What follows belongs to an exercise in optimizing a design on an open flow for small area and a short achievable clock period; a production flow would make more cautious choices. The RTL was checked by simulation tests, not by an equivalence proof against the original design. Power and IR drop assume default switching activity.

==> design.v <==
module BLOCK_ULA_OPS #(
    parameter DATA_WIDTH = 8,
    parameter ADDR_WIDTH = 12,
    parameter ULA_WIDTH = 24
    ) (
        input clk,
        input [(ADDR_WIDTH-1):0] MUX_REG1_IN,                    
        input [(DATA_WIDTH-1):0] REG1_IN,
        input [(DATA_WIDTH-1):0] MUX_REG2_IN_0,  
        input [(ADDR_WIDTH-1):0] MUX_REG2_IN_1,  
        input [(ADDR_WIDTH-1):0] MUX_REG2_IN_2,  
        input [(DATA_WIDTH-1):0] REG2_IN,
        output wire [(ULA_WIDTH-1):0] ULA_OUT,
        output reg REG_COMP_OUT,
        output reg REG_OVERFLOW_OUT,
        input [1:0] SEL_MUX1,
        input [1:0] SEL_MUX2,
        input CTRL_REG_OP1, CTRL_REG_OP2,
        input CTRL_REG_OVERFLOW, CTRL_REG_COMP,
        input [3:0] SEL_ULA
    );
reg [(DATA_WIDTH-1):0] REG1_OUT, REG2_OUT;
wire [(ULA_WIDTH-1):0] MUX1_OUT, MUX2_OUT;
wire [(ULA_WIDTH-1):0] ULA_IN_1, ULA_IN_2;
wire ULA_COMP_OUT, ULA_OVERFLOW_OUT;
wire [(ULA_WIDTH-1):0] ULA_MATH_ADD, ULA_MATH_SUB, ULA_MATH_MULT, ULA_MATH_DIV;
wire [(ULA_WIDTH-1):0] ULA_DATA1, ULA_DATA2;
wire [(ULA_WIDTH-1):0] ULA_MATH_PLUS1, ULA_MATH_LESS1, ULA_MATH_PLUS2;
wire ULA_COMP_EQUAL, ULA_COMP_BIGGER, ULA_COMP_SMALLER;
wire [(ULA_WIDTH-1):0] ULA_LOGIC_NOT, ULA_LOGIC_AND, ULA_LOGIC_OR, ULA_LOGIC_XOR;
    always @ (posedge clk)  
    begin
        if(CTRL_REG_OP1)
            REG1_OUT <= REG1_IN;
    end
    always @ (posedge clk)  
    begin
        if(CTRL_REG_OP2)
            REG2_OUT <= REG2_IN;
    end
    always @ (posedge clk)   
    begin
        if(CTRL_REG_COMP)
            REG_COMP_OUT <= ULA_COMP_OUT;
    end
    always @ (posedge clk)  
    begin
        if(CTRL_REG_OVERFLOW)
            REG_OVERFLOW_OUT <= ULA_OVERFLOW_OUT;
    end
    assign ULA_MATH_ADD = ULA_IN_2 + ULA_IN_1;
    assign ULA_MATH_SUB = ULA_IN_2 - ULA_IN_1;
    assign ULA_MATH_MULT = ULA_IN_2 * ULA_IN_1;
    assign ULA_MATH_DIV = {ULA_WIDTH{1'b0}};
    assign ULA_DATA1 = ULA_IN_1;
    assign ULA_DATA2 = ULA_IN_2;
    assign ULA_MATH_PLUS1 = ULA_IN_2 + {ULA_WIDTH{1'b1}};
    assign ULA_MATH_LESS1 = ULA_IN_2 - {ULA_WIDTH{1'b1}};
    assign ULA_MATH_PLUS2 = ULA_IN_2 + {ULA_WIDTH/2{2'b10}};
    assign ULA_COMP_EQUAL = (ULA_IN_2 == ULA_IN_1) ? 1'b1 :
                            1'b0;
    assign ULA_COMP_BIGGER = (ULA_IN_2 > ULA_IN_1) ? 1'b1 :
                             1'b0;
    assign ULA_COMP_SMALLER = (ULA_IN_2 < ULA_IN_1) ? 1'b1 :
                              1'b0;
    assign ULA_LOGIC_NOT = ~ULA_IN_1;
    assign ULA_LOGIC_AND = ULA_IN_2 & ULA_IN_1;
    assign ULA_LOGIC_OR = ULA_IN_2 | ULA_IN_1;
    assign ULA_LOGIC_XOR = ULA_IN_2 ^ ULA_IN_1;
    assign ULA_OUT = (SEL_ULA == 4'b0000) ? ULA_MATH_ADD :
                     (SEL_ULA == 4'b0001) ? ULA_MATH_SUB :
                     (SEL_ULA == 4'b0010) ? ULA_MATH_MULT :
                     (SEL_ULA == 4'b0011) ? ULA_MATH_DIV :
                     (SEL_ULA == 4'b0100) ? ULA_DATA1 :
                     (SEL_ULA == 4'b0101) ? ULA_DATA2 :
                     (SEL_ULA == 4'b0110) ? ULA_MATH_PLUS1 :
                     (SEL_ULA == 4'b0111) ? ULA_MATH_LESS1 :
                     (SEL_ULA == 4'b1000) ? ULA_MATH_PLUS2 :
                     (SEL_ULA == 4'b1100) ? ULA_LOGIC_NOT :
                     (SEL_ULA == 4'b1101) ? ULA_LOGIC_AND :
                     (SEL_ULA == 4'b1110) ? ULA_LOGIC_OR :
                     (SEL_ULA == 4'b1111) ? ULA_LOGIC_XOR :
                     {ULA_WIDTH{1'b0}};
    assign ULA_COMP_OUT = (SEL_ULA == 4'b1001) ? ULA_COMP_EQUAL :
                          (SEL_ULA == 4'b1010) ? ULA_COMP_SMALLER :
                          (SEL_ULA == 4'b1011) ? ULA_COMP_BIGGER :
                          1'b0;
    assign ULA_OVERFLOW_OUT = ((SEL_ULA == 4'b0000) && (ULA_MATH_ADD > 255)) ? 1'b1 :
                              ((SEL_ULA == 4'b0001) && (ULA_MATH_SUB < 0)) ? 1'b1 :
                              ((SEL_ULA == 4'b0010) && (ULA_MATH_MULT > 255)) ? 1'b1 :
                              1'b0;
    assign MUX1_OUT = (SEL_MUX1 == 2'b00) ? {ULA_WIDTH{1'b0}} :
                      (SEL_MUX1 == 2'b01) ? {ULA_WIDTH{1'b1}} :
                      (SEL_MUX1 == 2'b10) ? MUX_REG1_IN :    
                      (SEL_MUX1 == 2'b11) ? REG1_OUT :       
                      {ULA_WIDTH{1'b0}};
    assign MUX2_OUT = (SEL_MUX2 == 2'b00) ? MUX_REG2_IN_2 :    
                      (SEL_MUX2 == 2'b01) ? MUX_REG2_IN_1 :
                      (SEL_MUX2 == 2'b10) ? MUX_REG2_IN_0 :
                      (SEL_MUX2 == 2'b11) ? REG2_OUT :       
                      {ULA_WIDTH{1'b0}};
    assign ULA_IN_1 = MUX1_OUT;
    assign ULA_IN_2 = MUX2_OUT;
endmodule
==> run.sh <==
#!/bin/bash
# synth_recipe.tcl (not shown) runs the flow's synth.tcl, then flattens the netlist and writes it again
# the make line also repeats each setting of config.mk as NAME=value (left out here)
make -C /OpenROAD-flow-scripts/flow DESIGN_CONFIG=/design/flow/config.mk WORK_HOME=/design/flow/orfs CLKGATE_MAP_FILE= SYNTH_SCRIPT=/design/flow/synth_recipe.tcl finish
==> config.mk <==
export PLATFORM = sky130hd
export DESIGN_NAME = BLOCK_ULA_OPS
export DESIGN_NICKNAME = BLOCK_ULA_OPS
export VERILOG_FILES = /design/flow/design.v
export SDC_FILE = /design/flow/constraint.sdc
export NUM_CORES = 4
export LEC_CHECK = 0
export CAP_MARGIN = 20
export CORE_MARGIN = 2
export CORE_UTILIZATION = 40
export SLEW_MARGIN = 20
==> constraint.sdc <==
create_clock -name core_clock -period 11.0 [get_ports {clk}]
set_input_delay 2.2000 -clock core_clock [delete_from_list [all_inputs] [get_ports {clk}]]
set_output_delay 2.2000 -clock core_clock [all_outputs]
set_load 0.01 [all_outputs]
==> run notes <==
sequential cells by signal, indices dropped and copies added, names as in the netlist:
register          count
REG1_OUT              8
REG2_OUT              8
REG_COMP_OUT          1
REG_OVERFLOW_OUT      1
Yosys cell counts (all sizes together) (16+ instances only):
cell,instances,share of area (%)
inv,230,8.7
nand2,174,6.5
fa,145,29
nor2,100,3.8
ha,83,10
a21oi,64,3.2
o21ai,54,2.8
clkbuf,50,1.9
xnor2,47,4.1
buf,20,1.2
a21o,18,1.4
edfxtp,18,5.4
mux4,16,3.6
nor3,16,0.97
through the flow:
step / std cells / util (%) / hold WS, ns
floorplan: 1256 / - / 1.214
global placement: 1797 / 51.52 / 1.532
detailed placement: 1797 / 51.52 / 1.514
CTS: 1804 / 52.27 / 1.531
global route: 1811 / 53.40 / 1.496
finish: 1811 / 53.40 / 1.456
critical path: stages:
cell and delay [ns]:
sky130_fd_sc_hd__clkdlybuf4s50_1 0.52, sky130_fd_sc_hd__buf_6 0.16, sky130_fd_sc_hd__nand2_2 0.09, sky130_fd_sc_hd__buf_4 0.16, sky130_fd_sc_hd__o21a_1 0.21, sky130_fd_sc_hd__buf_4 0.18, sky130_fd_sc_hd__ha_1 0.24, sky130_fd_sc_hd__fa_1 0.46
sky130_fd_sc_hd__ha_1 0.24, sky130_fd_sc_hd__fa_1 0.53, sky130_fd_sc_hd__inv_1 0.05, sky130_fd_sc_hd__fa_1 0.46, sky130_fd_sc_hd__fa_1 0.55, sky130_fd_sc_hd__inv_1 0.04, sky130_fd_sc_hd__ha_1 0.32, sky130_fd_sc_hd__buf_4 0.17
sky130_fd_sc_hd__o21ai_1 0.14, sky130_fd_sc_hd__o21ai_1 0.12, sky130_fd_sc_hd__buf_4 0.16, sky130_fd_sc_hd__buf_4 0.14, sky130_fd_sc_hd__a21oi_1 0.15, sky130_fd_sc_hd__xnor2_1 0.21, sky130_fd_sc_hd__a221oi_2 0.35, sky130_fd_sc_hd__o221ai_1 0.19
sky130_fd_sc_hd__clkdlybuf4s50_1 0.53
power breakdown:
part | switching [uW] | internal (uW) | total [uW]
clock network | 27.5 | 48.5 | 76.0
registers | 1.62 | 82.1 | 83.7
logic | 2240 | 1960 | 4200
worst max path at each step:
stage                      startpoint          end  slack, ns  cells after the start
final                     SEL_MUX1[1]  ULA_OUT[11]       0.20                     25
after global routing      SEL_MUX1[1]  ULA_OUT[20]      -0.04                     26
after global placement    SEL_MUX2[0]  ULA_OUT[20]      -0.46                     24
after CTS                 SEL_MUX2[0]  ULA_OUT[20]      0.001                     26
after detailed placement  SEL_MUX2[0]  ULA_OUT[21]      -0.53                     28
after floorplan           SEL_MUX2[0]  ULA_OUT[21]       0.56                     27
per-layer routing:
layer  up-vias  global-route usage (%)  part of all wire (%)
met5         -                       0                     0
met2       439                   46.36                    46
met4         0                   6.195                   2.3
li1       4581                       -                     -
met3        54                   4.980                   8.0
met1      4951                   40.79                    43
timing repair:
item                       CTS  global route
hold endpoints to repair     0             0
setup endpoints to repair    9            14
pin swaps                   14            21
setup buffers                3             7
gates resized for setup     34            58
cell type report:
| cell class | instances | area [um^2] | share of cell area [%] |
|---|---|---|---|
| inverter | 239 | 908.4 | 6.974 |
| sequential | 18 | 540.5 | 4.150 |
| clock buffer | 3 | 75.07 | 0.5764 |
| tap | 324 | 405.4 | 3.112 |
| clock inverter | 1 | 3.754 | 0.02882 |
| multi-input combinational | 929 | 8517 | 65.39 |
| timing repair buffer | 297 | 2575 | 19.77 |
logic make-up after synthesis:
kind of cell / count (synthesis) / share of synthesized area [%]
simple gates: 354 / 15.49
compound gates: 263 / 17.87
xor+xnor: 60 / 5.267
fa+ha+maj: 228 / 39.50
mux: 24 / 4.427
flops: 18 / 5.418
buf+inv: 309 / 12.03
==> Implementation_results.wiki <==
{| class="wikitable"
! Metric !! Value
|-
| Maximum count of clock buffers along a single path || 2
|-
| H-tree depth reported by CTS || 1
|-
| Antenna violations before repair || 0
|-
| Max transition margin || 33.83%
|-
| Portion of the clock cycle consumed by the worst path in the final layout || 98.18%
|-
| Count of final max-slew check failures || 0
|-
| Commonest non-fill, non-tap cell in the layout || sky130_fd_sc_hd__inv_1
|-
| Number of routed nets with antenna violations || 0
|-
| Share of synthesized area occupied by flip-flops and latches || about 5.4%
|-
| Number of failing setup endpoints in the final timing report || 0
|-
| Final weighted congestion in routability-driven placement || 1.028
|-
| Crit start category || input pin
|-
| Final-stage net count || between 1,500 and 2,000
|-
| Area after detailed placement || 12,570 um^2
|-
| Detailed-route DRC error count || 0
|-
| Routed via count || about 10,000
|-
| Fraction of final layout cells with drive strength greater than 1 || slightly below 20%
|-
| Hold Path Depth || 6
|-
| Post-CTS clock slew at the launch and capture registers of the worst setup and hold paths || about 0.06 ns
|-
| IO Count || 99
|-
| Critical path endpoint category || output pin
|-
| Largest vdd supply drop || 0.3665 mV
|-
| TritonCTS clock tree || done
|-
| Post-CTS Hold Buffers || 0
|-
| Via count of the first global-routing pass || 10,147
|-
| Top fanout value on the critical path || 10
|-
| Post-synth top flop || sky130_fd_sc_hd__edfxtp_1
|-
| Final wirelength || approximately 37 mm
|-
| Average vias per placed instance || 5.536
|-
| Post-layout worst setup margin || between 0.2 and 0.25 ns
|-
| Overall die area || 26,220 um^2
|-
| Leading cell types in the layout, fill and taps excluded || sky130_fd_sc_hd__inv_1 (223), sky130_fd_sc_hd__buf_4 (188), sky130_fd_sc_hd__nand2_1 (172), sky130_fd_sc_hd__fa_1 (145), sky130_fd_sc_hd__nor2_1 (94)
|-
| Leakage || 0.006183 uW
|-
| Area of the core || ~24,000 um^2
|-
| Setup_tns || 0 ns
|-
| Initial standard-cell utilization of the core || between 40% and 50%
|-
| Count of final hold-check violations || 0
|-
| Number of iterations in the first detailed-routing pass || 6
|-
| Violation count after the first detailed-route iteration || roughly 960
|-
| Vertical die dimension || 161.9 um
|-
| Kind of critical path || in -> out
|-
| Outcome || finished clean
|-
| Mean instance size in the synthesized netlist || just under 8 um^2
|-
| Nets in the synthesized netlist || 1,557
|-
| Port Buf Inserts || 98
|-
| Global-route congestion overflow total || 0
|-
| Gate count of the mapped netlist || ~1,300
|-
| Worst setup slack before clock tree synthesis || -0.5284 ns
|-
| Path type of the worst min-delay path || reg -> reg
|-
| Required time at the endpoint of the critical path || just under 9 ns
|-
| Global routing usage summed across all routing layers || between 20% and 30%
|-
| CTS buffer count || 3
|-
| Max-capacitance violation count || 0
|-
| Worst reg-to-reg path cell count || 23
|-
| Slew at the pin closest to its max-slew limit || ~0.99 ns
|-
| Cell area after layout || 13,030 um^2
|-
| Worst R2R End || REG_OVERFLOW_OUT$_SDFFCE_PP1P_
|-
| Beginning of the worst register-to-register path || REG2_OUT[3]$_DFFE_PP_
|-
| Upper clock frequency limit || slightly above 90 MHz
|-
| Flip-flop and latch count after synthesis || 18
|-
| Power density of the placed cells || around 330 nW/um^2
|-
| Cell Area, Synth || about 10000 um^2
|-
| Detailed-placement wirelength estimate || 31.29 mm
|-
| Diode count || 0
|-
| Sink of the worst hold path || REG_COMP_OUT$_DFFE_PP_
|-
| Worst endpoint data arrival time || 8.60 ns
|-
| Reg-to-reg setup timing slack || between 4 and 5 ns
|-
| Final setup skew || roughly 0.004 ns
|-
| Die Width || approximately 160 um
|-
| Hold path startpoint || REG1_OUT[1]$_DFFE_PP_
|-
| First-pass GRT wire length || about 58 mm
|-
| Number of fill cells || approximately 2,400
|-
| Distinct cell type count after synthesis || slightly below 80
|-
| Layout overhead on the synthesized area || 30.55%
|-
| Minimum clock period after layout || approximately 11 ns
|-
| Num Clock Sinks || 18
|-
| Clock root cell || sky130_fd_sc_hd__clkbuf_16
|-
| Share of flip-flops with an asynchronous set or reset || 0%
|-
| Power Total || 4357 uW
|-
| Ys Warns || 1
|-
| Detail-routed net length per standard cell || 20.55 um
|-
| Clock latency of the later-clocked register in the worst-skew pair || about 0.26 ns
|-
| Pin count of the biggest net entering global routing || 33
|-
| Placement Rows || 57
|-
| Number of synthesized flops with an enable pin || 18
|}

## static timing again, ports no longer ideal
Ports are ideal in the flow. The routed layout listed here was re-timed in OpenROAD. Step 1 sets driving cells, clkbuf_16 on the clock port and buf_2 on the other inputs (assumed; they add their load-dependent delay and slew). Step 2 moves the port delays by t, midway between the first and last clock arrival at a register: inputs arrive t later, outputs are due t later. That takes back most of the time a late clock gives input paths. Three values: no drivers, after step 1, after step 2; two values: the first two.
t, ns: 0.289
slack for setup (ns): 0.200 / 0.168 / 0.168
worst setup path after step 2: input to output
pins driven straight from the clock port: 1
After both steps this run still meets setup and hold. For this run, drivers alone change the setup slack by -0.032 ns; drivers and shift together by -0.032 ns.
